From an optimization exercise on the open Yosys and OpenROAD flow, aimed at small area and a short achievable clock period; shortcuts taken in it are not production practice. Function not checked in this run: the RTL went through the layout flow alone. Power is estimated from default activity; no workload was simulated.

**design/flow/run.sh**
```bash
#!/bin/bash
# synth_recipe.tcl (not shown) runs the flow's synth.tcl, then flattens the netlist and writes it again
# the make line also repeats each setting of config.mk as NAME=value (left out here)
make -C /OpenROAD-flow-scripts/flow DESIGN_CONFIG=/design/flow/config.mk WORK_HOME=/design/flow/orfs CLKGATE_MAP_FILE= SYNTH_SCRIPT=/design/flow/synth_recipe.tcl finish
```
**design/flow/config.mk**
```make
export PLATFORM = sky130hd
export DESIGN_NAME = multiplier_logic
export DESIGN_NICKNAME = multiplier_logic
export VERILOG_FILES = /design/flow/design.v
export SDC_FILE = /design/flow/constraint.sdc
export NUM_CORES = 4
export LEC_CHECK = 0
export CAP_MARGIN = 20
export CORE_MARGIN = 2
export CORE_UTILIZATION = 40
export SETUP_SLACK_MARGIN = 2.1
export SLEW_MARGIN = 20
export SYNTH_HIERARCHICAL = 1
export SYNTH_MINIMUM_KEEP_SIZE = 0
```
**design/flow/design.v**
```verilog
module multiplier_logic (
    input  wire        clk,
    input  wire        rst_n,
    input  wire [15:0] a,
    input  wire [15:0] b,
    output reg  [31:0] y
);
  reg r1_a0;
  reg r1_a1;
  reg r1_a2;
  reg r1_a3;
  reg r1_a4;
  reg r1_a5;
  reg r1_a6;
  reg r1_a7;
  reg r1_a8;
  reg r1_a9;
  reg r1_a10;
  reg r1_a11;
  reg r1_a12;
  reg r1_a13;
  reg r1_a14;
  reg r1_a15;
  reg r1_b15;
  reg r1_one1;
  reg r1_two2;
  reg r1_neg3;
  reg r1_one4;
  reg r1_two5;
  reg r1_neg6;
  reg r1_one7;
  reg r1_two8;
  reg r1_neg9;
  reg r1_one10;
  reg r1_two11;
  reg r1_neg12;
  reg r1_one13;
  reg r1_two14;
  reg r1_neg15;
  reg r1_one16;
  reg r1_two17;
  reg r1_neg18;
  reg r1_one19;
  reg r1_two20;
  reg r1_neg21;
  reg r1_one22;
  reg r1_two23;
  reg r1_neg24;
  reg r2_s193;
  reg r2_s195;
  reg r2_s199;
  reg r2_s203;
  reg r2_c204;
  reg r2_s207;
  reg r2_c206;
  reg r2_s209;
  reg r2_c208;
  reg r2_s211;
  reg r2_s213;
  reg r2_c214;
  reg r2_s217;
  reg r2_c218;
  reg r2_s223;
  reg r2_s227;
  reg r2_s229;
  reg r2_s233;
  reg r2_c228;
  reg r2_s235;
  reg r2_c230;
  reg r2_s239;
  reg r2_c236;
  reg r2_s241;
  reg r2_c242;
  reg r2_s247;
  reg r2_s249;
  reg r2_c250;
  reg r2_s255;
  reg r2_s257;
  reg r2_s265;
  reg r2_c258;
  reg r2_s267;
  reg r2_s275;
  reg r2_c268;
  reg r2_s277;
  reg r2_c276;
  reg r2_s285;
  reg r2_c278;
  reg r2_s287;
  reg r2_s297;
  reg r2_c288;
  reg r2_s299;
  reg r2_s309;
  reg r2_c300;
  reg r2_s311;
  reg r2_s317;
  reg r2_s319;
  reg r2_c312;
  reg r2_s321;
  reg r2_s329;
  reg r2_c322;
  reg r2_s331;
  reg r2_c330;
  reg r2_s337;
  reg r2_c332;
  reg r2_s339;
  reg r2_s345;
  reg r2_c340;
  reg r2_s347;
  reg r2_s351;
  reg r2_c346;
  reg r2_s353;
  reg r2_c348;
  reg r2_s357;
  reg r2_c354;
  reg r2_s359;
  reg r2_s363;
  reg r2_s365;
  reg r2_c366;
  reg r2_s371;
  reg r2_c370;
  reg r2_s375;
  reg r2_c372;
  reg r2_c376;
  reg r2_s379;
  reg r2_s383;
  reg r2_c382;
  reg r2_s385;
  reg r2_c384;
  reg r2_s387;
  reg r3_r2_s193;
  reg r3_r2_s195;
  reg r3_r2_s199;
  reg r3_r2_s203;
  reg r3_s389;
  reg r3_s393;
  reg r3_s397;
  reg r3_s401;
  reg r3_c402;
  reg r3_s403;
  reg r3_r2_s227;
  reg r3_r2_s229;
  reg r3_c404;
  reg r3_r2_s235;
  reg r3_s405;
  reg r3_c406;
  reg r3_s407;
  reg r3_c408;
  reg r3_s409;
  reg r3_c410;
  reg r3_s411;
  reg r3_c412;
  reg r3_s413;
  reg r3_c414;
  reg r3_s415;
  reg r3_s419;
  reg r3_s423;
  reg r3_s427;
  reg r3_s431;
  reg r3_c428;
  reg r3_s435;
  reg r3_s439;
  reg r3_c436;
  reg r3_s443;
  reg r3_s447;
  reg r3_c444;
  reg r3_s451;
  reg r3_s453;
  reg r3_c452;
  reg r3_s455;
  reg r3_s457;
  reg r3_c456;
  reg r3_s459;
  reg r3_r2_s383;
  reg r3_c460;
  reg r3_s461;
  reg r3_r2_s387;
  reg r3_c462;
  wire one1 = b[0] ^ 1'b0;
  wire two2 = (b[1] & ~b[0] & ~1'b0) | (~b[1] & b[0] & 1'b0);
  wire neg3 = b[1];
  wire one4 = b[2] ^ b[1];
  wire two5 = (b[3] & ~b[2] & ~b[1]) | (~b[3] & b[2] & b[1]);
  wire neg6 = b[3];
  wire one7 = b[4] ^ b[3];
  wire two8 = (b[5] & ~b[4] & ~b[3]) | (~b[5] & b[4] & b[3]);
  wire neg9 = b[5];
  wire one10 = b[6] ^ b[5];
  wire two11 = (b[7] & ~b[6] & ~b[5]) | (~b[7] & b[6] & b[5]);
  wire neg12 = b[7];
  wire one13 = b[8] ^ b[7];
  wire two14 = (b[9] & ~b[8] & ~b[7]) | (~b[9] & b[8] & b[7]);
  wire neg15 = b[9];
  wire one16 = b[10] ^ b[9];
  wire two17 = (b[11] & ~b[10] & ~b[9]) | (~b[11] & b[10] & b[9]);
  wire neg18 = b[11];
  wire one19 = b[12] ^ b[11];
  wire two20 = (b[13] & ~b[12] & ~b[11]) | (~b[13] & b[12] & b[11]);
  wire neg21 = b[13];
  wire one22 = b[14] ^ b[13];
  wire two23 = (b[15] & ~b[14] & ~b[13]) | (~b[15] & b[14] & b[13]);
  wire neg24 = b[15];
  wire p25 = ((r1_one1 & r1_a0) | (r1_two2 & 1'b0)) ^ r1_neg3;
  wire p26 = ((r1_one1 & r1_a1) | (r1_two2 & r1_a0)) ^ r1_neg3;
  wire p27 = ((r1_one1 & r1_a2) | (r1_two2 & r1_a1)) ^ r1_neg3;
  wire p28 = ((r1_one1 & r1_a3) | (r1_two2 & r1_a2)) ^ r1_neg3;
  wire p29 = ((r1_one1 & r1_a4) | (r1_two2 & r1_a3)) ^ r1_neg3;
  wire p30 = ((r1_one1 & r1_a5) | (r1_two2 & r1_a4)) ^ r1_neg3;
  wire p31 = ((r1_one1 & r1_a6) | (r1_two2 & r1_a5)) ^ r1_neg3;
  wire p32 = ((r1_one1 & r1_a7) | (r1_two2 & r1_a6)) ^ r1_neg3;
  wire p33 = ((r1_one1 & r1_a8) | (r1_two2 & r1_a7)) ^ r1_neg3;
  wire p34 = ((r1_one1 & r1_a9) | (r1_two2 & r1_a8)) ^ r1_neg3;
  wire p35 = ((r1_one1 & r1_a10) | (r1_two2 & r1_a9)) ^ r1_neg3;
  wire p36 = ((r1_one1 & r1_a11) | (r1_two2 & r1_a10)) ^ r1_neg3;
  wire p37 = ((r1_one1 & r1_a12) | (r1_two2 & r1_a11)) ^ r1_neg3;
  wire p38 = ((r1_one1 & r1_a13) | (r1_two2 & r1_a12)) ^ r1_neg3;
  wire p39 = ((r1_one1 & r1_a14) | (r1_two2 & r1_a13)) ^ r1_neg3;
  wire p40 = ((r1_one1 & r1_a15) | (r1_two2 & r1_a14)) ^ r1_neg3;
  wire p41 = ((r1_one1 & 1'b0) | (r1_two2 & r1_a15)) ^ r1_neg3;
  wire ns42 = ~r1_neg3;
  wire ng43 = r1_neg3;
  wire p44 = ((r1_one4 & r1_a0) | (r1_two5 & 1'b0)) ^ r1_neg6;
  wire p45 = ((r1_one4 & r1_a1) | (r1_two5 & r1_a0)) ^ r1_neg6;
  wire p46 = ((r1_one4 & r1_a2) | (r1_two5 & r1_a1)) ^ r1_neg6;
  wire p47 = ((r1_one4 & r1_a3) | (r1_two5 & r1_a2)) ^ r1_neg6;
  wire p48 = ((r1_one4 & r1_a4) | (r1_two5 & r1_a3)) ^ r1_neg6;
  wire p49 = ((r1_one4 & r1_a5) | (r1_two5 & r1_a4)) ^ r1_neg6;
  wire p50 = ((r1_one4 & r1_a6) | (r1_two5 & r1_a5)) ^ r1_neg6;
  wire p51 = ((r1_one4 & r1_a7) | (r1_two5 & r1_a6)) ^ r1_neg6;
  wire p52 = ((r1_one4 & r1_a8) | (r1_two5 & r1_a7)) ^ r1_neg6;
  wire p53 = ((r1_one4 & r1_a9) | (r1_two5 & r1_a8)) ^ r1_neg6;
  wire p54 = ((r1_one4 & r1_a10) | (r1_two5 & r1_a9)) ^ r1_neg6;
  wire p55 = ((r1_one4 & r1_a11) | (r1_two5 & r1_a10)) ^ r1_neg6;
  wire p56 = ((r1_one4 & r1_a12) | (r1_two5 & r1_a11)) ^ r1_neg6;
  wire p57 = ((r1_one4 & r1_a13) | (r1_two5 & r1_a12)) ^ r1_neg6;
  wire p58 = ((r1_one4 & r1_a14) | (r1_two5 & r1_a13)) ^ r1_neg6;
  wire p59 = ((r1_one4 & r1_a15) | (r1_two5 & r1_a14)) ^ r1_neg6;
  wire p60 = ((r1_one4 & 1'b0) | (r1_two5 & r1_a15)) ^ r1_neg6;
  wire ns61 = ~r1_neg6;
  wire ng62 = r1_neg6;
  wire p63 = ((r1_one7 & r1_a0) | (r1_two8 & 1'b0)) ^ r1_neg9;
  wire p64 = ((r1_one7 & r1_a1) | (r1_two8 & r1_a0)) ^ r1_neg9;
  wire p65 = ((r1_one7 & r1_a2) | (r1_two8 & r1_a1)) ^ r1_neg9;
  wire p66 = ((r1_one7 & r1_a3) | (r1_two8 & r1_a2)) ^ r1_neg9;
  wire p67 = ((r1_one7 & r1_a4) | (r1_two8 & r1_a3)) ^ r1_neg9;
  wire p68 = ((r1_one7 & r1_a5) | (r1_two8 & r1_a4)) ^ r1_neg9;
  wire p69 = ((r1_one7 & r1_a6) | (r1_two8 & r1_a5)) ^ r1_neg9;
  wire p70 = ((r1_one7 & r1_a7) | (r1_two8 & r1_a6)) ^ r1_neg9;
  wire p71 = ((r1_one7 & r1_a8) | (r1_two8 & r1_a7)) ^ r1_neg9;
  wire p72 = ((r1_one7 & r1_a9) | (r1_two8 & r1_a8)) ^ r1_neg9;
  wire p73 = ((r1_one7 & r1_a10) | (r1_two8 & r1_a9)) ^ r1_neg9;
  wire p74 = ((r1_one7 & r1_a11) | (r1_two8 & r1_a10)) ^ r1_neg9;
  wire p75 = ((r1_one7 & r1_a12) | (r1_two8 & r1_a11)) ^ r1_neg9;
  wire p76 = ((r1_one7 & r1_a13) | (r1_two8 & r1_a12)) ^ r1_neg9;
  wire p77 = ((r1_one7 & r1_a14) | (r1_two8 & r1_a13)) ^ r1_neg9;
  wire p78 = ((r1_one7 & r1_a15) | (r1_two8 & r1_a14)) ^ r1_neg9;
  wire p79 = ((r1_one7 & 1'b0) | (r1_two8 & r1_a15)) ^ r1_neg9;
  wire ns80 = ~r1_neg9;
  wire ng81 = r1_neg9;
  wire p82 = ((r1_one10 & r1_a0) | (r1_two11 & 1'b0)) ^ r1_neg12;
  wire p83 = ((r1_one10 & r1_a1) | (r1_two11 & r1_a0)) ^ r1_neg12;
  wire p84 = ((r1_one10 & r1_a2) | (r1_two11 & r1_a1)) ^ r1_neg12;
  wire p85 = ((r1_one10 & r1_a3) | (r1_two11 & r1_a2)) ^ r1_neg12;
  wire p86 = ((r1_one10 & r1_a4) | (r1_two11 & r1_a3)) ^ r1_neg12;
  wire p87 = ((r1_one10 & r1_a5) | (r1_two11 & r1_a4)) ^ r1_neg12;
  wire p88 = ((r1_one10 & r1_a6) | (r1_two11 & r1_a5)) ^ r1_neg12;
  wire p89 = ((r1_one10 & r1_a7) | (r1_two11 & r1_a6)) ^ r1_neg12;
  wire p90 = ((r1_one10 & r1_a8) | (r1_two11 & r1_a7)) ^ r1_neg12;
  wire p91 = ((r1_one10 & r1_a9) | (r1_two11 & r1_a8)) ^ r1_neg12;
  wire p92 = ((r1_one10 & r1_a10) | (r1_two11 & r1_a9)) ^ r1_neg12;
  wire p93 = ((r1_one10 & r1_a11) | (r1_two11 & r1_a10)) ^ r1_neg12;
  wire p94 = ((r1_one10 & r1_a12) | (r1_two11 & r1_a11)) ^ r1_neg12;
  wire p95 = ((r1_one10 & r1_a13) | (r1_two11 & r1_a12)) ^ r1_neg12;
  wire p96 = ((r1_one10 & r1_a14) | (r1_two11 & r1_a13)) ^ r1_neg12;
  wire p97 = ((r1_one10 & r1_a15) | (r1_two11 & r1_a14)) ^ r1_neg12;
  wire p98 = ((r1_one10 & 1'b0) | (r1_two11 & r1_a15)) ^ r1_neg12;
  wire ns99 = ~r1_neg12;
  wire ng100 = r1_neg12;
  wire p101 = ((r1_one13 & r1_a0) | (r1_two14 & 1'b0)) ^ r1_neg15;
  wire p102 = ((r1_one13 & r1_a1) | (r1_two14 & r1_a0)) ^ r1_neg15;
  wire p103 = ((r1_one13 & r1_a2) | (r1_two14 & r1_a1)) ^ r1_neg15;
  wire p104 = ((r1_one13 & r1_a3) | (r1_two14 & r1_a2)) ^ r1_neg15;
  wire p105 = ((r1_one13 & r1_a4) | (r1_two14 & r1_a3)) ^ r1_neg15;
  wire p106 = ((r1_one13 & r1_a5) | (r1_two14 & r1_a4)) ^ r1_neg15;
  wire p107 = ((r1_one13 & r1_a6) | (r1_two14 & r1_a5)) ^ r1_neg15;
  wire p108 = ((r1_one13 & r1_a7) | (r1_two14 & r1_a6)) ^ r1_neg15;
  wire p109 = ((r1_one13 & r1_a8) | (r1_two14 & r1_a7)) ^ r1_neg15;
  wire p110 = ((r1_one13 & r1_a9) | (r1_two14 & r1_a8)) ^ r1_neg15;
  wire p111 = ((r1_one13 & r1_a10) | (r1_two14 & r1_a9)) ^ r1_neg15;
  wire p112 = ((r1_one13 & r1_a11) | (r1_two14 & r1_a10)) ^ r1_neg15;
  wire p113 = ((r1_one13 & r1_a12) | (r1_two14 & r1_a11)) ^ r1_neg15;
  wire p114 = ((r1_one13 & r1_a13) | (r1_two14 & r1_a12)) ^ r1_neg15;
  wire p115 = ((r1_one13 & r1_a14) | (r1_two14 & r1_a13)) ^ r1_neg15;
  wire p116 = ((r1_one13 & r1_a15) | (r1_two14 & r1_a14)) ^ r1_neg15;
  wire p117 = ((r1_one13 & 1'b0) | (r1_two14 & r1_a15)) ^ r1_neg15;
  wire ns118 = ~r1_neg15;
  wire ng119 = r1_neg15;
  wire p120 = ((r1_one16 & r1_a0) | (r1_two17 & 1'b0)) ^ r1_neg18;
  wire p121 = ((r1_one16 & r1_a1) | (r1_two17 & r1_a0)) ^ r1_neg18;
  wire p122 = ((r1_one16 & r1_a2) | (r1_two17 & r1_a1)) ^ r1_neg18;
  wire p123 = ((r1_one16 & r1_a3) | (r1_two17 & r1_a2)) ^ r1_neg18;
  wire p124 = ((r1_one16 & r1_a4) | (r1_two17 & r1_a3)) ^ r1_neg18;
  wire p125 = ((r1_one16 & r1_a5) | (r1_two17 & r1_a4)) ^ r1_neg18;
  wire p126 = ((r1_one16 & r1_a6) | (r1_two17 & r1_a5)) ^ r1_neg18;
  wire p127 = ((r1_one16 & r1_a7) | (r1_two17 & r1_a6)) ^ r1_neg18;
  wire p128 = ((r1_one16 & r1_a8) | (r1_two17 & r1_a7)) ^ r1_neg18;
  wire p129 = ((r1_one16 & r1_a9) | (r1_two17 & r1_a8)) ^ r1_neg18;
  wire p130 = ((r1_one16 & r1_a10) | (r1_two17 & r1_a9)) ^ r1_neg18;
  wire p131 = ((r1_one16 & r1_a11) | (r1_two17 & r1_a10)) ^ r1_neg18;
  wire p132 = ((r1_one16 & r1_a12) | (r1_two17 & r1_a11)) ^ r1_neg18;
  wire p133 = ((r1_one16 & r1_a13) | (r1_two17 & r1_a12)) ^ r1_neg18;
  wire p134 = ((r1_one16 & r1_a14) | (r1_two17 & r1_a13)) ^ r1_neg18;
  wire p135 = ((r1_one16 & r1_a15) | (r1_two17 & r1_a14)) ^ r1_neg18;
  wire p136 = ((r1_one16 & 1'b0) | (r1_two17 & r1_a15)) ^ r1_neg18;
  wire ns137 = ~r1_neg18;
  wire ng138 = r1_neg18;
  wire p139 = ((r1_one19 & r1_a0) | (r1_two20 & 1'b0)) ^ r1_neg21;
  wire p140 = ((r1_one19 & r1_a1) | (r1_two20 & r1_a0)) ^ r1_neg21;
  wire p141 = ((r1_one19 & r1_a2) | (r1_two20 & r1_a1)) ^ r1_neg21;
  wire p142 = ((r1_one19 & r1_a3) | (r1_two20 & r1_a2)) ^ r1_neg21;
  wire p143 = ((r1_one19 & r1_a4) | (r1_two20 & r1_a3)) ^ r1_neg21;
  wire p144 = ((r1_one19 & r1_a5) | (r1_two20 & r1_a4)) ^ r1_neg21;
  wire p145 = ((r1_one19 & r1_a6) | (r1_two20 & r1_a5)) ^ r1_neg21;
  wire p146 = ((r1_one19 & r1_a7) | (r1_two20 & r1_a6)) ^ r1_neg21;
  wire p147 = ((r1_one19 & r1_a8) | (r1_two20 & r1_a7)) ^ r1_neg21;
  wire p148 = ((r1_one19 & r1_a9) | (r1_two20 & r1_a8)) ^ r1_neg21;
  wire p149 = ((r1_one19 & r1_a10) | (r1_two20 & r1_a9)) ^ r1_neg21;
  wire p150 = ((r1_one19 & r1_a11) | (r1_two20 & r1_a10)) ^ r1_neg21;
  wire p151 = ((r1_one19 & r1_a12) | (r1_two20 & r1_a11)) ^ r1_neg21;
  wire p152 = ((r1_one19 & r1_a13) | (r1_two20 & r1_a12)) ^ r1_neg21;
  wire p153 = ((r1_one19 & r1_a14) | (r1_two20 & r1_a13)) ^ r1_neg21;
  wire p154 = ((r1_one19 & r1_a15) | (r1_two20 & r1_a14)) ^ r1_neg21;
  wire p155 = ((r1_one19 & 1'b0) | (r1_two20 & r1_a15)) ^ r1_neg21;
  wire ns156 = ~r1_neg21;
  wire ng157 = r1_neg21;
  wire p158 = ((r1_one22 & r1_a0) | (r1_two23 & 1'b0)) ^ r1_neg24;
  wire p159 = ((r1_one22 & r1_a1) | (r1_two23 & r1_a0)) ^ r1_neg24;
  wire p160 = ((r1_one22 & r1_a2) | (r1_two23 & r1_a1)) ^ r1_neg24;
  wire p161 = ((r1_one22 & r1_a3) | (r1_two23 & r1_a2)) ^ r1_neg24;
  wire p162 = ((r1_one22 & r1_a4) | (r1_two23 & r1_a3)) ^ r1_neg24;
  wire p163 = ((r1_one22 & r1_a5) | (r1_two23 & r1_a4)) ^ r1_neg24;
  wire p164 = ((r1_one22 & r1_a6) | (r1_two23 & r1_a5)) ^ r1_neg24;
  wire p165 = ((r1_one22 & r1_a7) | (r1_two23 & r1_a6)) ^ r1_neg24;
  wire p166 = ((r1_one22 & r1_a8) | (r1_two23 & r1_a7)) ^ r1_neg24;
  wire p167 = ((r1_one22 & r1_a9) | (r1_two23 & r1_a8)) ^ r1_neg24;
  wire p168 = ((r1_one22 & r1_a10) | (r1_two23 & r1_a9)) ^ r1_neg24;
  wire p169 = ((r1_one22 & r1_a11) | (r1_two23 & r1_a10)) ^ r1_neg24;
  wire p170 = ((r1_one22 & r1_a12) | (r1_two23 & r1_a11)) ^ r1_neg24;
  wire p171 = ((r1_one22 & r1_a13) | (r1_two23 & r1_a12)) ^ r1_neg24;
  wire p172 = ((r1_one22 & r1_a14) | (r1_two23 & r1_a13)) ^ r1_neg24;
  wire p173 = ((r1_one22 & r1_a15) | (r1_two23 & r1_a14)) ^ r1_neg24;
  wire p174 = ((r1_one22 & 1'b0) | (r1_two23 & r1_a15)) ^ r1_neg24;
  wire ns175 = ~r1_neg24;
  wire ng176 = r1_neg24;
  wire p177 = r1_a0 & r1_b15;
  wire p178 = r1_a1 & r1_b15;
  wire p179 = r1_a2 & r1_b15;
  wire p180 = r1_a3 & r1_b15;
  wire p181 = r1_a4 & r1_b15;
  wire p182 = r1_a5 & r1_b15;
  wire p183 = r1_a6 & r1_b15;
  wire p184 = r1_a7 & r1_b15;
  wire p185 = r1_a8 & r1_b15;
  wire p186 = r1_a9 & r1_b15;
  wire p187 = r1_a10 & r1_b15;
  wire p188 = r1_a11 & r1_b15;
  wire p189 = r1_a12 & r1_b15;
  wire p190 = r1_a13 & r1_b15;
  wire p191 = r1_a14 & r1_b15;
  wire p192 = r1_a15 & r1_b15;
  wire s193 = ng43 ^ p25;
  wire c194 = ng43 & p25;
  wire s195 = p26 ^ c194;
  wire c196 = p26 & c194;
  wire s197, c198;
  mult_fa u_s197 (.x(ng62), .y(p27), .z(p44), .s(s197), .c(c198));
  wire s199 = c196 ^ s197;
  wire c200 = c196 & s197;
  wire s201, c202;
  mult_fa u_s201 (.x(p28), .y(p45), .z(c198), .s(s201), .c(c202));
  wire s203 = c200 ^ s201;
  wire c204 = c200 & s201;
  wire s205, c206;
  mult_fa u_s205 (.x(ng81), .y(p29), .z(p46), .s(s205), .c(c206));
  wire s207, c208;
  mult_fa u_s207 (.x(p63), .y(s205), .z(c202), .s(s207), .c(c208));
  wire s209, c210;
  mult_fa u_s209 (.x(p30), .y(p47), .z(p64), .s(s209), .c(c210));
  wire s211, c212;
  mult_fa u_s211 (.x(ng100), .y(p31), .z(p48), .s(s211), .c(c212));
  wire s213, c214;
  mult_fa u_s213 (.x(p65), .y(p82), .z(c210), .s(s213), .c(c214));
  wire s215, c216;
  mult_fa u_s215 (.x(p32), .y(p49), .z(p66), .s(s215), .c(c216));
  wire s217, c218;
  mult_fa u_s217 (.x(p83), .y(c212), .z(s215), .s(s217), .c(c218));
  wire s219, c220;
  mult_fa u_s219 (.x(ng119), .y(p101), .z(p33), .s(s219), .c(c220));
  wire s221, c222;
  mult_fa u_s221 (.x(p50), .y(p67), .z(p84), .s(s221), .c(c222));
  wire s223, c224;
  mult_fa u_s223 (.x(c216), .y(s219), .z(s221), .s(s223), .c(c224));
  wire s225, c226;
  mult_fa u_s225 (.x(p102), .y(p34), .z(p51), .s(s225), .c(c226));
  wire s227, c228;
  mult_fa u_s227 (.x(p68), .y(p85), .z(c220), .s(s227), .c(c228));
  wire s229, c230;
  mult_fa u_s229 (.x(c222), .y(s225), .z(c224), .s(s229), .c(c230));
  wire s231, c232;
  mult_fa u_s231 (.x(ng138), .y(p103), .z(p120), .s(s231), .c(c232));
  wire s233, c234;
  mult_fa u_s233 (.x(p35), .y(p52), .z(p69), .s(s233), .c(c234));
  wire s235, c236;
  mult_fa u_s235 (.x(p86), .y(c226), .z(s231), .s(s235), .c(c236));
  wire s237, c238;
  mult_fa u_s237 (.x(p104), .y(p121), .z(p36), .s(s237), .c(c238));
  wire s239, c240;
  mult_fa u_s239 (.x(p53), .y(p70), .z(p87), .s(s239), .c(c240));
  wire s241, c242;
  mult_fa u_s241 (.x(c232), .y(c234), .z(s237), .s(s241), .c(c242));
  wire s243, c244;
  mult_fa u_s243 (.x(ng157), .y(p105), .z(p122), .s(s243), .c(c244));
  wire s245, c246;
  mult_fa u_s245 (.x(p139), .y(p37), .z(p54), .s(s245), .c(c246));
  wire s247, c248;
  mult_fa u_s247 (.x(p71), .y(p88), .z(c238), .s(s247), .c(c248));
  wire s249, c250;
  mult_fa u_s249 (.x(c240), .y(s243), .z(s245), .s(s249), .c(c250));
  wire s251, c252;
  mult_fa u_s251 (.x(p106), .y(p123), .z(p140), .s(s251), .c(c252));
  wire s253, c254;
  mult_fa u_s253 (.x(p38), .y(p55), .z(p72), .s(s253), .c(c254));
  wire s255, c256;
  mult_fa u_s255 (.x(p89), .y(c244), .z(c246), .s(s255), .c(c256));
  wire s257, c258;
  mult_fa u_s257 (.x(s251), .y(s253), .z(c248), .s(s257), .c(c258));
  wire s259, c260;
  mult_fa u_s259 (.x(ng176), .y(p107), .z(p124), .s(s259), .c(c260));
  wire s261, c262;
  mult_fa u_s261 (.x(p141), .y(p158), .z(p39), .s(s261), .c(c262));
  wire s263, c264;
  mult_fa u_s263 (.x(p56), .y(p73), .z(p90), .s(s263), .c(c264));
  wire s265, c266;
  mult_fa u_s265 (.x(c252), .y(c254), .z(s259), .s(s265), .c(c266));
  wire s267, c268;
  mult_fa u_s267 (.x(s261), .y(s263), .z(c256), .s(s267), .c(c268));
  wire s269, c270;
  mult_fa u_s269 (.x(p108), .y(p125), .z(p142), .s(s269), .c(c270));
  wire s271, c272;
  mult_fa u_s271 (.x(p159), .y(p40), .z(p57), .s(s271), .c(c272));
  wire s273, c274;
  mult_fa u_s273 (.x(p74), .y(p91), .z(c260), .s(s273), .c(c274));
  wire s275, c276;
  mult_fa u_s275 (.x(c262), .y(c264), .z(s269), .s(s275), .c(c276));
  wire s277, c278;
  mult_fa u_s277 (.x(s271), .y(c266), .z(s273), .s(s277), .c(c278));
  wire s279, c280;
  mult_fa u_s279 (.x(p177), .y(p109), .z(p126), .s(s279), .c(c280));
  wire s281, c282;
  mult_fa u_s281 (.x(p143), .y(p160), .z(p41), .s(s281), .c(c282));
  wire s283, c284;
  mult_fa u_s283 (.x(p58), .y(p75), .z(p92), .s(s283), .c(c284));
  wire s285, c286;
  mult_fa u_s285 (.x(c270), .y(c272), .z(s279), .s(s285), .c(c286));
  wire s287, c288;
  mult_fa u_s287 (.x(s281), .y(s283), .z(c274), .s(s287), .c(c288));
  wire s289, c290;
  mult_fa u_s289 (.x(1'b1), .y(ns42), .z(p178), .s(s289), .c(c290));
  wire s291, c292;
  mult_fa u_s291 (.x(p110), .y(p127), .z(p144), .s(s291), .c(c292));
  wire s293, c294;
  mult_fa u_s293 (.x(p161), .y(p59), .z(p76), .s(s293), .c(c294));
  wire s295, c296;
  mult_fa u_s295 (.x(p93), .y(s289), .z(c280), .s(s295), .c(c296));
  wire s297, c298;
  mult_fa u_s297 (.x(c282), .y(c284), .z(s291), .s(s297), .c(c298));
  wire s299, c300;
  mult_fa u_s299 (.x(s293), .y(c286), .z(s295), .s(s299), .c(c300));
  wire s301, c302;
  mult_fa u_s301 (.x(1'b1), .y(p179), .z(p111), .s(s301), .c(c302));
  wire s303, c304;
  mult_fa u_s303 (.x(p128), .y(p145), .z(p162), .s(s303), .c(c304));
  wire s305, c306;
  mult_fa u_s305 (.x(p60), .y(p77), .z(p94), .s(s305), .c(c306));
  wire s307, c308;
  mult_fa u_s307 (.x(c290), .y(c292), .z(c294), .s(s307), .c(c308));
  wire s309, c310;
  mult_fa u_s309 (.x(s301), .y(s303), .z(s305), .s(s309), .c(c310));
  wire s311, c312;
  mult_fa u_s311 (.x(c296), .y(c298), .z(s307), .s(s311), .c(c312));
  wire s313, c314;
  mult_fa u_s313 (.x(ns61), .y(p180), .z(p112), .s(s313), .c(c314));
  wire s315, c316;
  mult_fa u_s315 (.x(p129), .y(p146), .z(p163), .s(s315), .c(c316));
  wire s317, c318;
  mult_fa u_s317 (.x(p78), .y(p95), .z(c302), .s(s317), .c(c318));
  wire s319, c320;
  mult_fa u_s319 (.x(c304), .y(c306), .z(s313), .s(s319), .c(c320));
  wire s321, c322;
  mult_fa u_s321 (.x(s315), .y(c308), .z(c310), .s(s321), .c(c322));
  wire s323, c324;
  mult_fa u_s323 (.x(1'b1), .y(p181), .z(p113), .s(s323), .c(c324));
  wire s325, c326;
  mult_fa u_s325 (.x(p130), .y(p147), .z(p164), .s(s325), .c(c326));
  wire s327, c328;
  mult_fa u_s327 (.x(p79), .y(p96), .z(c314), .s(s327), .c(c328));
  wire s329, c330;
  mult_fa u_s329 (.x(c316), .y(s323), .z(s325), .s(s329), .c(c330));
  wire s331, c332;
  mult_fa u_s331 (.x(c318), .y(c320), .z(s327), .s(s331), .c(c332));
  wire s333, c334;
  mult_fa u_s333 (.x(ns80), .y(p182), .z(p114), .s(s333), .c(c334));
  wire s335, c336;
  mult_fa u_s335 (.x(p131), .y(p148), .z(p165), .s(s335), .c(c336));
  wire s337, c338;
  mult_fa u_s337 (.x(p97), .y(c324), .z(c326), .s(s337), .c(c338));
  wire s339, c340;
  mult_fa u_s339 (.x(s333), .y(s335), .z(c328), .s(s339), .c(c340));
  wire s341, c342;
  mult_fa u_s341 (.x(1'b1), .y(p183), .z(p115), .s(s341), .c(c342));
  wire s343, c344;
  mult_fa u_s343 (.x(p132), .y(p149), .z(p166), .s(s343), .c(c344));
  wire s345, c346;
  mult_fa u_s345 (.x(p98), .y(c334), .z(c336), .s(s345), .c(c346));
  wire s347, c348;
  mult_fa u_s347 (.x(s341), .y(s343), .z(c338), .s(s347), .c(c348));
  wire s349, c350;
  mult_fa u_s349 (.x(ns99), .y(p184), .z(p116), .s(s349), .c(c350));
  wire s351, c352;
  mult_fa u_s351 (.x(p133), .y(p150), .z(p167), .s(s351), .c(c352));
  wire s353, c354;
  mult_fa u_s353 (.x(c342), .y(c344), .z(s349), .s(s353), .c(c354));
  wire s355, c356;
  mult_fa u_s355 (.x(1'b1), .y(p185), .z(p117), .s(s355), .c(c356));
  wire s357, c358;
  mult_fa u_s357 (.x(p134), .y(p151), .z(p168), .s(s357), .c(c358));
  wire s359, c360;
  mult_fa u_s359 (.x(c350), .y(c352), .z(s355), .s(s359), .c(c360));
  wire s361, c362;
  mult_fa u_s361 (.x(ns118), .y(p186), .z(p135), .s(s361), .c(c362));
  wire s363, c364;
  mult_fa u_s363 (.x(p152), .y(p169), .z(c356), .s(s363), .c(c364));
  wire s365, c366;
  mult_fa u_s365 (.x(c358), .y(s361), .z(c360), .s(s365), .c(c366));
  wire s367, c368;
  mult_fa u_s367 (.x(1'b1), .y(p187), .z(p136), .s(s367), .c(c368));
  wire s369, c370;
  mult_fa u_s369 (.x(p153), .y(p170), .z(c362), .s(s369), .c(c370));
  wire s371, c372;
  mult_fa u_s371 (.x(s367), .y(c364), .z(s369), .s(s371), .c(c372));
  wire s373, c374;
  mult_fa u_s373 (.x(ns137), .y(p188), .z(p154), .s(s373), .c(c374));
  wire s375, c376;
  mult_fa u_s375 (.x(p171), .y(c368), .z(s373), .s(s375), .c(c376));
  wire s377, c378;
  mult_fa u_s377 (.x(1'b1), .y(p189), .z(p155), .s(s377), .c(c378));
  wire s379, c380;
  mult_fa u_s379 (.x(p172), .y(c374), .z(s377), .s(s379), .c(c380));
  wire s381, c382;
  mult_fa u_s381 (.x(ns156), .y(p190), .z(p173), .s(s381), .c(c382));
  wire s383, c384;
  mult_fa u_s383 (.x(c378), .y(s381), .z(c380), .s(s383), .c(c384));
  wire s385, c386;
  mult_fa u_s385 (.x(1'b1), .y(p191), .z(p174), .s(s385), .c(c386));
  wire s387, c388;
  mult_fa u_s387 (.x(ns175), .y(p192), .z(c386), .s(s387), .c(c388));
  wire s389 = r2_c204 ^ r2_s207;
  wire c390 = r2_c204 & r2_s207;
  wire s391, c392;
  mult_fa u_s391 (.x(r2_c206), .y(r2_c208), .z(r2_s209), .s(s391), .c(c392));
  wire s393 = c390 ^ s391;
  wire c394 = c390 & s391;
  wire s395, c396;
  mult_fa u_s395 (.x(r2_s211), .y(r2_s213), .z(c392), .s(s395), .c(c396));
  wire s397 = c394 ^ s395;
  wire c398 = c394 & s395;
  wire s399, c400;
  mult_fa u_s399 (.x(r2_c214), .y(r2_s217), .z(c396), .s(s399), .c(c400));
  wire s401 = c398 ^ s399;
  wire c402 = c398 & s399;
  wire s403, c404;
  mult_fa u_s403 (.x(r2_c218), .y(r2_s223), .z(c400), .s(s403), .c(c404));
  wire s405, c406;
  mult_fa u_s405 (.x(r2_c228), .y(r2_c230), .z(r2_s233), .s(s405), .c(c406));
  wire s407, c408;
  mult_fa u_s407 (.x(r2_c236), .y(r2_s239), .z(r2_s241), .s(s407), .c(c408));
  wire s409, c410;
  mult_fa u_s409 (.x(r2_c242), .y(r2_s247), .z(r2_s249), .s(s409), .c(c410));
  wire s411, c412;
  mult_fa u_s411 (.x(r2_c250), .y(r2_s255), .z(r2_s257), .s(s411), .c(c412));
  wire s413, c414;
  mult_fa u_s413 (.x(r2_c258), .y(r2_s265), .z(r2_s267), .s(s413), .c(c414));
  wire s415, c416;
  mult_fa u_s415 (.x(r2_c268), .y(r2_s275), .z(r2_s277), .s(s415), .c(c416));
  wire s417, c418;
  mult_fa u_s417 (.x(r2_c276), .y(r2_c278), .z(r2_s285), .s(s417), .c(c418));
  wire s419, c420;
  mult_fa u_s419 (.x(r2_s287), .y(c416), .z(s417), .s(s419), .c(c420));
  wire s421, c422;
  mult_fa u_s421 (.x(r2_c288), .y(r2_s297), .z(r2_s299), .s(s421), .c(c422));
  wire s423, c424;
  mult_fa u_s423 (.x(c418), .y(s421), .z(c420), .s(s423), .c(c424));
  wire s425, c426;
  mult_fa u_s425 (.x(r2_c300), .y(r2_s309), .z(r2_s311), .s(s425), .c(c426));
  wire s427, c428;
  mult_fa u_s427 (.x(c422), .y(s425), .z(c424), .s(s427), .c(c428));
  wire s429, c430;
  mult_fa u_s429 (.x(r2_c312), .y(r2_s317), .z(r2_s319), .s(s429), .c(c430));
  wire s431, c432;
  mult_fa u_s431 (.x(r2_s321), .y(c426), .z(s429), .s(s431), .c(c432));
  wire s433, c434;
  mult_fa u_s433 (.x(r2_c322), .y(r2_s329), .z(r2_s331), .s(s433), .c(c434));
  wire s435, c436;
  mult_fa u_s435 (.x(c430), .y(s433), .z(c432), .s(s435), .c(c436));
  wire s437, c438;
  mult_fa u_s437 (.x(r2_c330), .y(r2_c332), .z(r2_s337), .s(s437), .c(c438));
  wire s439, c440;
  mult_fa u_s439 (.x(r2_s339), .y(c434), .z(s437), .s(s439), .c(c440));
  wire s441, c442;
  mult_fa u_s441 (.x(r2_c340), .y(r2_s345), .z(r2_s347), .s(s441), .c(c442));
  wire s443, c444;
  mult_fa u_s443 (.x(c438), .y(s441), .z(c440), .s(s443), .c(c444));
  wire s445, c446;
  mult_fa u_s445 (.x(r2_c346), .y(r2_c348), .z(r2_s351), .s(s445), .c(c446));
  wire s447, c448;
  mult_fa u_s447 (.x(r2_s353), .y(c442), .z(s445), .s(s447), .c(c448));
  wire s449, c450;
  mult_fa u_s449 (.x(r2_c354), .y(r2_s357), .z(r2_s359), .s(s449), .c(c450));
  wire s451, c452;
  mult_fa u_s451 (.x(c446), .y(s449), .z(c448), .s(s451), .c(c452));
  wire s453, c454;
  mult_fa u_s453 (.x(r2_s363), .y(r2_s365), .z(c450), .s(s453), .c(c454));
  wire s455, c456;
  mult_fa u_s455 (.x(r2_c366), .y(r2_s371), .z(c454), .s(s455), .c(c456));
  wire s457, c458;
  mult_fa u_s457 (.x(r2_c370), .y(r2_c372), .z(r2_s375), .s(s457), .c(c458));
  wire s459, c460;
  mult_fa u_s459 (.x(r2_c376), .y(r2_s379), .z(c458), .s(s459), .c(c460));
  wire s461, c462;
  mult_fa u_s461 (.x(r2_c382), .y(r2_c384), .z(r2_s385), .s(s461), .c(c462));
  wire s463 = r3_c404 ^ r3_r2_s227;
  wire c464 = r3_c404 & r3_r2_s227;
  wire s465 = r3_r2_s235 ^ r3_s405;
  wire c466 = r3_r2_s235 & r3_s405;
  wire s467 = r3_c406 ^ r3_s407;
  wire c468 = r3_c406 & r3_s407;
  wire s469 = r3_c408 ^ r3_s409;
  wire c470 = r3_c408 & r3_s409;
  wire s471 = r3_c410 ^ r3_s411;
  wire c472 = r3_c410 & r3_s411;
  wire s473 = r3_c412 ^ r3_s413;
  wire c474 = r3_c412 & r3_s413;
  wire s475 = r3_c414 ^ r3_s415;
  wire c476 = r3_c414 & r3_s415;
  wire [31:0] ra = {r3_c462, r3_s461, r3_c460, r3_s459, r3_c456, r3_s455, r3_c452, r3_s451, r3_c444, r3_s443, r3_c436, r3_s435, r3_c428, r3_s427, r3_s423, r3_s419, c474, c472, c470, c468, c466, c464, r3_r2_s229, r3_c402, r3_s401, r3_s397, r3_s393, r3_s389, r3_r2_s203, r3_r2_s199, r3_r2_s195, r3_r2_s193};
  wire [31:0] rb = {r3_r2_s387, 1'b0, r3_r2_s383, 1'b0, r3_s457, 1'b0, r3_s453, 1'b0, r3_s447, 1'b0, r3_s439, 1'b0, r3_s431, 1'b0, 1'b0, c476, s475, s473, s471, s469, s467, s465, s463, r3_s403, 1'b0, 1'b0, 1'b0, 1'b0, 1'b0, 1'b0, 1'b0, 1'b0};
  wire [31:0] prod = ra + rb;
  reg [31:0] q4;
  always @(posedge clk) q4 <= prod;
  always @(posedge clk) begin
    r1_a0 <= a[0];
    r1_a1 <= a[1];
    r1_a2 <= a[2];
    r1_a3 <= a[3];
    r1_a4 <= a[4];
    r1_a5 <= a[5];
    r1_a6 <= a[6];
    r1_a7 <= a[7];
    r1_a8 <= a[8];
    r1_a9 <= a[9];
    r1_a10 <= a[10];
    r1_a11 <= a[11];
    r1_a12 <= a[12];
    r1_a13 <= a[13];
    r1_a14 <= a[14];
    r1_a15 <= a[15];
    r1_b15 <= b[15];
    r1_one1 <= one1;
    r1_two2 <= two2;
    r1_neg3 <= neg3;
    r1_one4 <= one4;
    r1_two5 <= two5;
    r1_neg6 <= neg6;
    r1_one7 <= one7;
    r1_two8 <= two8;
    r1_neg9 <= neg9;
    r1_one10 <= one10;
    r1_two11 <= two11;
    r1_neg12 <= neg12;
    r1_one13 <= one13;
    r1_two14 <= two14;
    r1_neg15 <= neg15;
    r1_one16 <= one16;
    r1_two17 <= two17;
    r1_neg18 <= neg18;
    r1_one19 <= one19;
    r1_two20 <= two20;
    r1_neg21 <= neg21;
    r1_one22 <= one22;
    r1_two23 <= two23;
    r1_neg24 <= neg24;
    r2_s193 <= s193;
    r2_s195 <= s195;
    r2_s199 <= s199;
    r2_s203 <= s203;
    r2_c204 <= c204;
    r2_s207 <= s207;
    r2_c206 <= c206;
    r2_s209 <= s209;
    r2_c208 <= c208;
    r2_s211 <= s211;
    r2_s213 <= s213;
    r2_c214 <= c214;
    r2_s217 <= s217;
    r2_c218 <= c218;
    r2_s223 <= s223;
    r2_s227 <= s227;
    r2_s229 <= s229;
    r2_s233 <= s233;
    r2_c228 <= c228;
    r2_s235 <= s235;
    r2_c230 <= c230;
    r2_s239 <= s239;
    r2_c236 <= c236;
    r2_s241 <= s241;
    r2_c242 <= c242;
    r2_s247 <= s247;
    r2_s249 <= s249;
    r2_c250 <= c250;
    r2_s255 <= s255;
    r2_s257 <= s257;
    r2_s265 <= s265;
    r2_c258 <= c258;
    r2_s267 <= s267;
    r2_s275 <= s275;
    r2_c268 <= c268;
    r2_s277 <= s277;
    r2_c276 <= c276;
    r2_s285 <= s285;
    r2_c278 <= c278;
    r2_s287 <= s287;
    r2_s297 <= s297;
    r2_c288 <= c288;
    r2_s299 <= s299;
    r2_s309 <= s309;
    r2_c300 <= c300;
    r2_s311 <= s311;
    r2_s317 <= s317;
    r2_s319 <= s319;
    r2_c312 <= c312;
    r2_s321 <= s321;
    r2_s329 <= s329;
    r2_c322 <= c322;
    r2_s331 <= s331;
    r2_c330 <= c330;
    r2_s337 <= s337;
    r2_c332 <= c332;
    r2_s339 <= s339;
    r2_s345 <= s345;
    r2_c340 <= c340;
    r2_s347 <= s347;
    r2_s351 <= s351;
    r2_c346 <= c346;
    r2_s353 <= s353;
    r2_c348 <= c348;
    r2_s357 <= s357;
    r2_c354 <= c354;
    r2_s359 <= s359;
    r2_s363 <= s363;
    r2_s365 <= s365;
    r2_c366 <= c366;
    r2_s371 <= s371;
    r2_c370 <= c370;
    r2_s375 <= s375;
    r2_c372 <= c372;
    r2_c376 <= c376;
    r2_s379 <= s379;
    r2_s383 <= s383;
    r2_c382 <= c382;
    r2_s385 <= s385;
    r2_c384 <= c384;
    r2_s387 <= s387;
    r3_r2_s193 <= r2_s193;
    r3_r2_s195 <= r2_s195;
    r3_r2_s199 <= r2_s199;
    r3_r2_s203 <= r2_s203;
    r3_s389 <= s389;
    r3_s393 <= s393;
    r3_s397 <= s397;
    r3_s401 <= s401;
    r3_c402 <= c402;
    r3_s403 <= s403;
    r3_r2_s227 <= r2_s227;
    r3_r2_s229 <= r2_s229;
    r3_c404 <= c404;
    r3_r2_s235 <= r2_s235;
    r3_s405 <= s405;
    r3_c406 <= c406;
    r3_s407 <= s407;
    r3_c408 <= c408;
    r3_s409 <= s409;
    r3_c410 <= c410;
    r3_s411 <= s411;
    r3_c412 <= c412;
    r3_s413 <= s413;
    r3_c414 <= c414;
    r3_s415 <= s415;
    r3_s419 <= s419;
    r3_s423 <= s423;
    r3_s427 <= s427;
    r3_s431 <= s431;
    r3_c428 <= c428;
    r3_s435 <= s435;
    r3_s439 <= s439;
    r3_c436 <= c436;
    r3_s443 <= s443;
    r3_s447 <= s447;
    r3_c444 <= c444;
    r3_s451 <= s451;
    r3_s453 <= s453;
    r3_c452 <= c452;
    r3_s455 <= s455;
    r3_s457 <= s457;
    r3_c456 <= c456;
    r3_s459 <= s459;
    r3_r2_s383 <= r2_s383;
    r3_c460 <= c460;
    r3_s461 <= s461;
    r3_r2_s387 <= r2_s387;
    r3_c462 <= c462;
  end
  reg [3:0] v;
  always @(posedge clk) begin
    if (!rst_n) begin
      v <= 4'd0;
      y <= 32'd0;
    end else begin
      v <= {v[2:0], 1'b1};
      y <= v[3] ? q4 : 32'd0;
    end
  end
endmodule
module mult_fa (input wire x, input wire y, input wire z, output wire s, output wire c);
  assign s = x ^ y ^ z;
  assign c = (x & y) | (x & z) | (y & z);
endmodule
```
**design/flow/constraint.sdc**
```tcl
create_clock -name core_clock -period 4.5 [get_ports {clk}]
set_input_delay 0.9000 -clock core_clock [delete_from_list [all_inputs] [get_ports {clk}]]
set_output_delay 0.9000 -clock core_clock [all_outputs]
set_load 0.01 [all_outputs]
```
==> impl_results.md <==
- Initial Utilization: 0.403
- Psw: just under 0.003 W
- Comb power frac: 0.359
- DR vias: slightly above 7000
- CP Data Required Time: 4.88 ns
- Setup TNS: 0 ns
- Largest net degree at the start of global routing: 37
- Drt drc: 0
- Worst Hold Depth: 0
- Pre-Repair DR Iteration Count: 5
- Ys async rst share: 0
- Status: timing/DRC/antenna clean
- Prevailing post-synth register cell: dfxtp_1
- H-tree Lvls: 1
- Worst r2r src: r1_one19
- R2r setup slk: between 2 and 2.5 ns
- Post-route minimum period: 2.41 ns
- Slowest CP cell: fa_1
- Die width: 173 µm
- Register bit total from synthesis: 237
- CP Launch Type: flip-flop
- GRT overflow: 0
- Rel. slew slack: 0.407
- Hold Path Origin: r2_s195
- Initial antenna violation count: 0
- Met3 Use GR: 0.0230
- HPWL Detailed: 17100 µm
- Synthesized area per cell: 12.0 µm²
- Vias in the first global route: 6913
- Placer Congestion: 0.879
- Final Max Tran Viols: 0
- Layout area overhead: 22.2%
- Chip Height: 173 µm
- Distinct cells, synth: 47
- Pwr Density: 633 mW/mm²
- Clk_skew: 0.0170 ns
- ANT nets after route: 0
- Hold EP: r3_r2_s195
- FF-to-FF End: r2_s321
- Root buffer cell: clkbuf_16
- First-pass GRT wire length: approximately 39000 µm
- I/O Pins: 66
- Crit share post-route: 0.535
- Fmax: slightly above 400 MHz
- Synthesized area: roughly 0.011 mm²
- Hold Path Class: flip-flop to flip-flop
- Max-Cap Viols: 0
- Pint: 0.00597 W
- CTS tree: yes
- Worst-case vdd ir drop: 0.000316 V
- Worst path max stage delay: 0.53 ns
- Critical Path Sink Type: flip-flop
- Longest Clk Path Bufs: 3
- Core area: 0.0285 mm²
- # diodes: 0
- Final nets: ~1200
- Lkg Pwr: 5.49 nW
- Critical path class: flip-flop to flip-flop
- Critical Path Fanout Max: 16
- Largest area contributor in the netlist: dfxtp_1
- Die ar.: ~0.030 mm²
- Register area share after synthesis: 0.413
- Hold Fails Final Rpt: 0
- RSZ-0062 raised after global routing: true
- CTS Buf Count: 26
- Post-DR wirelength/cell: 17.8 µm
- Met1 Usage GRT: 0.245
- Clk pin slew, worst setup/hold paths: 0.06 ns
- R2R cell count: 5
- Switching share of power: 0.329
- IO Port Bufs: 65
- Top-count cell post-synth: dfxtp_1
- Syn. warnings: 7
- Clock latency on the worst-skew pair: 0.52 ns
- Worst slew pin tran: 0.886 ns
- Crit path cell chain: a22oi_2 > xnor2_1 > fa_1 > fa_2 > fa_1
- CP dominant cell by count: fa_1
- Post-Place Setup Slack: between 1.5 and 2 ns
- Clock power frac: 0.264
- Most frequent cells after synthesis: 237 x dfxtp_1, 147 x xnor2_1, 128 x fa_1
- Final setup fails: 0
- GRT Util Overall: 0.163
- Share of the synthesized area in the top cell type: 0.413
- Setup ws final: 2.09 ns
- Largest cells by area after synthesis: dfxtp_1 41%, fa_1 22%, xnor2_1 11%, a22oi_1 7.8%, ha_1 3.2%
- Sequential power share: 0.376
- Post-Synthesis Cells: 957
- CTS sink cnt: 237
- Drt total wl: between 20000 and 30000 µm
- Initial DRC count: 441
- Worst EP arrival: 2.79 ns
- Layout cells sized above 1: 0.168
- Row count: 62
- GR peak layer: met1
- Met2 GRT Util: 0.245
- Top Registers: q4: 32 flops, y: 32 flops, v: 4 flops
- DR vias/cell: 4.98
- Post-synth EDFFs: 0
cell type report:
cell class              count  area [µm²]
clock buffers              31         731
inverters                  15        56.3
well taps                 384         480
clock inverters            17         255
flip-flops and latches    237        4890
fillers                  2555       14400
repair buffers            118        1130
multi-input cells         624        6490
worst max-delay path by stage:
stage	slack [ns]	cells past startpoint	startpoint	end
2_1_floorplan	2.08	7	r1_a8	r2_s229
3_3_place_gp	1.49	4	r1_neg18	r2_s267
3_5_place_dp	1.51	4	r1_neg6	r2_s321
4_1_cts	2.07	5	r1_two23	r2_s321
5_1_grt	2.06	5	r1_one10	r2_s321
6_report	2.09	5	r1_one19	r2_s321
through the flow:
stage | utilization | power [W] | area (µm²) | hold slack [ns] | cells
2_1_floorplan | - | 0.00555 | 11700 | 0.310 | 964
3_3_place_gp | 0.435 | 0.00637 | 12400 | 0.312 | 1331
3_5_place_dp | 0.435 | 0.00648 | 12400 | 0.312 | 1331
4_1_cts | 0.475 | 0.00888 | 13500 | 0.324 | 1382
5_1_grt | 0.493 | 0.00959 | 14000 | 0.330 | 1426
6_report | 0.493 | 0.00889 | 14000 | 0.324 | 1426
critical path: cells and delay by family (launching register included):
| family | cells | cell delay, ns |
|---|---|---|
| fa+ha+maj | 3 | 1.45 |
| xor+xnor | 1 | 0.16 |
| flops | 1 | 0.51 |
| compound gates | 1 | 0.13 |
modules after synthesis, one instance, submodules excluded:
module            times used  cells inside  flops+latches
mult_fa                  127             1              0
multiplier_logic           1           830            237
layout by cell type (no fill, tap or decap), drive strengths merged, types with 4 or more instances in the layout:
cell | Yosys | routed
ha | 29 | 29
inv | 15 | 17
nand2b | 8 | 8
buf | 8 | 51
and2 | 23 | 23
xnor2 | 147 | 147
a21o | 5 | 5
fa | 128 | 128
o21a | 4 | 4
dfxtp | 237 | 237
nand3 | 4 | 4
clkdlybuf4s50 | 0 | 65
a22oi | 120 | 120
clkinv | 0 | 8
and3 | 36 | 36
conb | 1 | 8
nand2 | 29 | 29
xor2 | 16 | 16
nand3b | 6 | 6
a21oi | 7 | 7
clkbuf | 80 | 33
bufinv | 0 | 6
a31oi | 6 | 6
o21ai | 13 | 13
nor2 | 10 | 10
per-layer routing:
layer,routed length (µm),vias to the layer above
met5,0,-
met4,563,0
met3,1860,45
li1,-,3324
met1,12100,3458
met2,10800,275
timing repair:
item / 4_1_cts / 5_1_grt
hold endpoints to repair: 0 / 0
buffers inserted: 3 / 43
gates resized for setup: 76 / 26
gates cloned: 0 / 1
hold buffers: 0 / 0
pin swaps: 0 / 4
setup endpoints to repair: 58 / 20
kinds of logic (layout without fill, tap and decap cells):
kind of cell | count (synthesis) | count (layout) | share of synthesized area
and+or+nand+nor | 124 | 124 | 0.0603
adders and majority gates | 157 | 157 | 0.255
xor gates and xnor gates | 163 | 163 | 0.124
DFF | 237 | 237 | 0.413
buffers and inverters | 103 | 181 | 0.0345
AOI/OAI and AO/OA | 172 | 172 | 0.113
other | 1 | 8 | 0.000327
power by group through the flow:
stage                     combinational, W  sequential, W  clock (W)
final                              0.00319        0.00335    0.00235
after global routing               0.00366        0.00344    0.00250
after CTS                          0.00310        0.00336    0.00241
after detailed placement           0.00307        0.00341          0
after global placement             0.00299        0.00339          0
after floorplan                    0.00237        0.00319          0

-- port drivers added, routing unchanged --
No port has a modelled driver above. Below, the same layout with a new extraction and two added sets of constraints. Step 1, drivers: a clkbuf_16 drives clk and a buf_2 each remaining input, both assumed. Step 2, shift: input delay + t, output delay - t, t = (earliest + latest rising clock arrival at the registers) / 2. This alone moves slack from input paths to output paths. Three values: ideal ports, drivers, drivers and shift; two values: the first two.
t (ns): 0.553
setup WS [ns]: 2.091 / 2.091 / 2.091
cell pins on the clock port's net: 1
After both steps setup and hold are still met in this run. For this run, drivers alone change the setup slack by 0.000 ns; drivers and shift together by 0.000 ns.
